This design comes from an exercise in tuning for small area, a short achievable clock period and few clock cycles on the open sky130 flow, not from production work. In this exercise RTL edits were held to simulation tests only and were not proved equivalent to the original. Power and IR drop assume default switching activity.

==> flow/design.v <==
module interpolation (
    input           clk,
    input           RST,
    input           START,
    input   [5:0]   H0,
    input   [5:0]   V0,
    input   [3:0]   SW,
    input   [3:0]   SH,
    output          REN,
    input   [7:0]   R_DATA,
    output  [11:0]  ADDR,
    output  [7:0]   O_DATA,
    output          O_VALID
);
assign REN = 1'b0;
reg [5:0] h0;
reg [3:0] sw, sh;            
reg [5:0] rrow;              
reg [3:0] ryf;               
reg [3:0] rc;                
reg       rsub;              
reg [11:0] addr;
reg        a_vld, a_bot;     
reg [3:0]  a_yr;
reg        r_top, r_last;    
reg [7:0] T, B;
reg [3:0] c_yr;
reg       cfull;
reg [7:0] N;
reg       nv;
reg [1:0] cnt;               
reg        active, loaded;
reg [4:0]  oj, oi;            
reg [3:0]  xp;                
reg [7:0]  vl, vu;
reg [7:0]  odata;
reg        ovalid;
assign ADDR = addr;
assign O_DATA = odata;
assign O_VALID = ovalid;
function [7:0] lerp3;
    input [7:0] c, a, b;
    input [3:0] r;
    reg [11:0] x0, x1, x2, x3, x4, s1, c1, s2, c2, s;
    begin
        x0 = {4'd0, c};
        x1 = {4'd0, r[0] ? b : a};
        x2 = {3'd0, r[1] ? b : a, 1'b0};
        x3 = {2'd0, r[2] ? b : a, 2'b0};
        x4 = {1'd0, r[3] ? b : a, 3'b0};
        s1 = x0 ^ x1 ^ x2;
        c1 = ((x0 & x1) | (x0 & x2) | (x1 & x2)) << 1;
        s2 = s1 ^ c1 ^ x3;
        c2 = ((s1 & c1) | (s1 & x3) | (c1 & x3)) << 1;
        s = s2 + c2 + x4;
        lerp3 = s[11:4];
    end
endfunction
wire [7:0] vcol = lerp3(T, T, B, c_yr);
wire       row_end = (oj == 5'b11000);
wire [4:0] xsum = {1'b0, xp} + {1'b0, sw};
wire       pop_next = row_end | xsum[4];
wire       avail = nv | cfull;
wire       produce = active & loaded;
wire       want = active & (~loaded | (pop_next & ~(row_end & (oi == 5'b11000))));
wire       take = want & avail;
wire [7:0] src = nv ? N : vcol;
wire       issue = rsub | (cnt != 2'd2) | take;
wire       col_done = rsub | (ryf == 4'd0);
wire [4:0] ysum = {1'b0, ryf} + {1'b0, sh};
always @(posedge clk) begin
    addr <= {rrow + {5'd0, rsub}, h0 + {2'd0, rc}};
    a_yr <= ryf;
    a_bot <= rsub;
    odata <= lerp3(vu, vl, vu, xp);    
    if (r_top)
        T <= R_DATA;
    if (r_last)
        B <= R_DATA;
    if (a_vld & a_bot)
        c_yr <= a_yr;
    if (take) begin
        vl <= vu;
        vu <= src;
    end
    if (nv ? take : ~take)
        N <= vcol;
    if (START) begin
        h0 <= H0;
        sw <= SW - 4'd1;
        sh <= SH - 4'd1;
    end
end
always @(posedge clk) begin
    if (START) begin
        rrow <= V0;
        ryf <= 4'd0;
        rc <= 4'd0;
        rsub <= 1'b0;
        a_vld <= 1'b0;
        r_top <= 1'b0;
        r_last <= 1'b0;
        cfull <= 1'b0;
        nv <= 1'b0;
        cnt <= 2'd0;
        active <= 1'b1;
        loaded <= 1'b0;
        oj <= 5'd1;
        oi <= 5'd1;
        xp <= 4'd15;
        ovalid <= 1'b0;
    end else begin
        a_vld <= issue;
        r_top <= a_vld & ~a_bot;
        r_last <= a_vld & (a_bot | (a_yr == 4'd0));
        if (issue) begin
            if (col_done) begin
                rsub <= 1'b0;
                if (rc == sw) begin
                    rc <= 4'd0;
                    ryf <= ysum[3:0];
                    rrow <= rrow + {5'd0, ysum[4]};
                end else begin
                    rc <= rc + 4'd1;
                end
            end else begin
                rsub <= 1'b1;
            end
        end
        cnt <= cnt + {1'b0, issue & ~rsub} - {1'b0, take};
        if (take)
            nv <= nv & cfull;
        else if (cfull)
            nv <= 1'b1;
        cfull <= r_last | (cfull & nv & ~take);
        ovalid <= produce;
        if (produce) begin
            if (row_end) begin
                oj <= 5'd1;
                xp <= 4'd15;
                oi <= {oi[3:0], oi[4] ^ oi[2]};
                if (oi == 5'b11000)
                    active <= 1'b0;
            end else begin
                oj <= {oj[3:0], oj[4] ^ oj[2]};
                xp <= xsum[3:0];
            end
            loaded <= ~pop_next | take;
        end else if (take) begin
            loaded <= 1'b1;
        end
        if (RST)
            active <= 1'b0;
    end
end
endmodule
clock: 32.0 ns
lec_check: 0
cap_margin: 20
core_margin: 2
core_utilization: 40
slew_margin: 60
standard.sh (not shown) runs the stock make flow with config.mk's settings and CLKGATE_MAP_FILE= SYNTH_SCRIPT=/design/flow/synth_recipe.tcl, a recipe that flattens the netlist after the stock synthesis.
==> flow/flow/run.sh <==
#!/bin/bash
# Standard ORFS flow with buf_2 port buffers and a clock tree of clkbuf_4
# leaf cells under a clkbuf_16 root, without dummy loads. The make output goes to flow_make.log here; ORFS logs each tool
# under orfs/logs/.
set -euo pipefail
export BUFFER_PORTS_ARGS="-buffer_cell sky130_fd_sc_hd__buf_2"
export CTS_ARGS="-sink_clustering_enable -repair_clock_nets -root_buf sky130_fd_sc_hd__clkbuf_16 -buf_list sky130_fd_sc_hd__clkbuf_4 -dont_use_dummy_load"
bash standard.sh > flow_make.log 2>&1
Testbench counts at the start, summed over its fixed seeds: cycles 87,218.
Edit:
==> flow/flow/run.sh (replaced) <==
#!/bin/bash
# Standard ORFS flow with buf_2 port buffers and a clock tree of clkbuf_8
# cells. The make output goes to flow_make.log here; ORFS logs each tool
# under orfs/logs/.
set -euo pipefail
export BUFFER_PORTS_ARGS="-buffer_cell sky130_fd_sc_hd__buf_2"
export CTS_ARGS="-sink_clustering_enable -repair_clock_nets -root_buf sky130_fd_sc_hd__clkbuf_16 -buf_list sky130_fd_sc_hd__clkbuf_8 -dont_use_dummy_load"
bash standard.sh > flow_make.log 2>&1
=> The changed run completed without violations; final area came out higher slightly; total power climbs by a few percent; routed wire length increases slightly; fmax stays flat; sequential share of layout area decreases by 0.54 points; area after synthesis stays the same; non-clock buffer count is unchanged; setup slack improved by 0.014 ns; hold slack stays flat; critical path depth does not change.
Edit:
==> flow/flow/run.sh (replaced) <==
#!/bin/bash
# Standard ORFS flow with buf_2 port buffers and a clock tree of clkbuf_8
# cells. The make output goes to flow_make.log here; ORFS logs each tool
# under orfs/logs/.
set -euo pipefail
export BUFFER_PORTS_ARGS="-buffer_cell sky130_fd_sc_hd__buf_2"
export CTS_ARGS="-sink_clustering_enable -repair_clock_nets -root_buf sky130_fd_sc_hd__clkbuf_16 -buf_list sky130_fd_sc_hd__clkbuf_4 -dont_use_dummy_load"
bash standard.sh > flow_make.log 2>&1
Result: The new run finished with timing, DRC and antenna clean. Sequential power is about the same. Utilization drops by 0.58 points. Worst setup slack is worse by 0.014 ns. Total power shrinks by 3.4%. Synthesized cell count stays the same.
Edit:
==> flow/flow/run.sh (replaced) <==
#!/bin/bash
# Standard ORFS flow with buf_2 port buffers and a clock tree of clkbuf_8
# cells. The make output goes to flow_make.log here; ORFS logs each tool
# under orfs/logs/.
set -euo pipefail
export BUFFER_PORTS_ARGS="-buffer_cell sky130_fd_sc_hd__buf_1"
export CTS_ARGS="-sink_clustering_enable -repair_clock_nets -root_buf sky130_fd_sc_hd__clkbuf_16 -buf_list sky130_fd_sc_hd__clkbuf_8 -sink_clustering_size 20 -sink_clustering_max_diameter 100 -balance_levels"
bash standard.sh > flow_make.log 2>&1
After rerunning:
- fmax drops slightly
- utilization goes up by 1.5 points
- combinational power barely changes
- sequential share of layout area decreases by 1.4 points
- wire length barely changes
- non-clock buffer count stays the same
- setup slack degrades by 0.032 ns
- synthesized cell count stays the same
- hold slack hardly moves
- design area climbs by a few percent
Edit:
==> flow/flow/run.sh (replaced) <==
#!/bin/bash
# Standard ORFS flow with buf_2 port buffers and a clock tree of clkbuf_8
# cells. The make output goes to flow_make.log here; ORFS logs each tool
# under orfs/logs/.
set -euo pipefail
export BUFFER_PORTS_ARGS="-buffer_cell sky130_fd_sc_hd__buf_2"
export CTS_ARGS="-sink_clustering_enable -repair_clock_nets -root_buf sky130_fd_sc_hd__clkbuf_8 -buf_list sky130_fd_sc_hd__clkbuf_4 -dont_use_dummy_load"
bash standard.sh > flow_make.log 2>&1
What happened: The changed run ran to the end with no violations; core utilization shrinks by 1.6 points; total power came out lower by roughly a tenth; die area does not change; routed wire length is about the same; clock power drops by well over a third; worst setup slack gets worse by 0.025 ns; via count is about the same; area after synthesis stays the same.
Edit:
==> flow/flow/run.sh (replaced) <==
#!/bin/bash
# Standard ORFS flow with buf_2 port buffers and a clock tree of clkbuf_8
# cells. The make output goes to flow_make.log here; ORFS logs each tool
# under orfs/logs/.
set -euo pipefail
export BUFFER_PORTS_ARGS="-buffer_cell sky130_fd_sc_hd__buf_2"
export CTS_ARGS="-sink_clustering_enable -repair_clock_nets -root_buf sky130_fd_sc_hd__clkbuf_16 -buf_list sky130_fd_sc_hd__clkbuf_8 -sink_clustering_size 20 -sink_clustering_max_diameter 100 -balance_levels"
bash standard.sh > flow_make.log 2>&1
=>
- clock power grows by 97%
- total power climbs by 10%
- synthesized area does not change

[static timing again, ports no longer ideal]
The results above use ideal ports. As a check the final layouts listed here were re-extracted and re-timed, cells and wires unchanged.
Step 1 assumes that a clkbuf_16 drives the clock port and a buf_2 every other input.
Step 2 moves the port delays by t, midway between the first and last clock arrival at a register: inputs arrive t later, outputs are due t later. That takes back most of the time a late clock gives input paths.
Slacks: no drivers / after step 1 / after step 2; pairs: no drivers / after step 1.
run | shift t [ns] | slack for setup (ns) | latest minus earliest clock arrival (ns)
the first run | 0.387 | 24.788 / 24.748 / 24.471 | 0.027 / 0.028
the second run | 0.393 | 24.802 / 24.763 / 24.469 | 0.017 / 0.016
the third run | 0.387 | 24.788 / 24.748 / 24.471 | 0.027 / 0.028
the fourth run | 0.401 | 24.756 / 24.718 / 24.473 | 0.008 / 0.008
the fifth run | 0.439 | 24.731 / 24.696 / 24.475 | 0.028 / 0.028
the sixth run | 0.405 | 24.794 / 24.752 / 24.479 | 0.011 / 0.011
After both steps setup and hold are still met in every run listed. The setup slack of the second run, which loses most, moves by -0.039 ns with the drivers and by -0.333 ns with both steps.
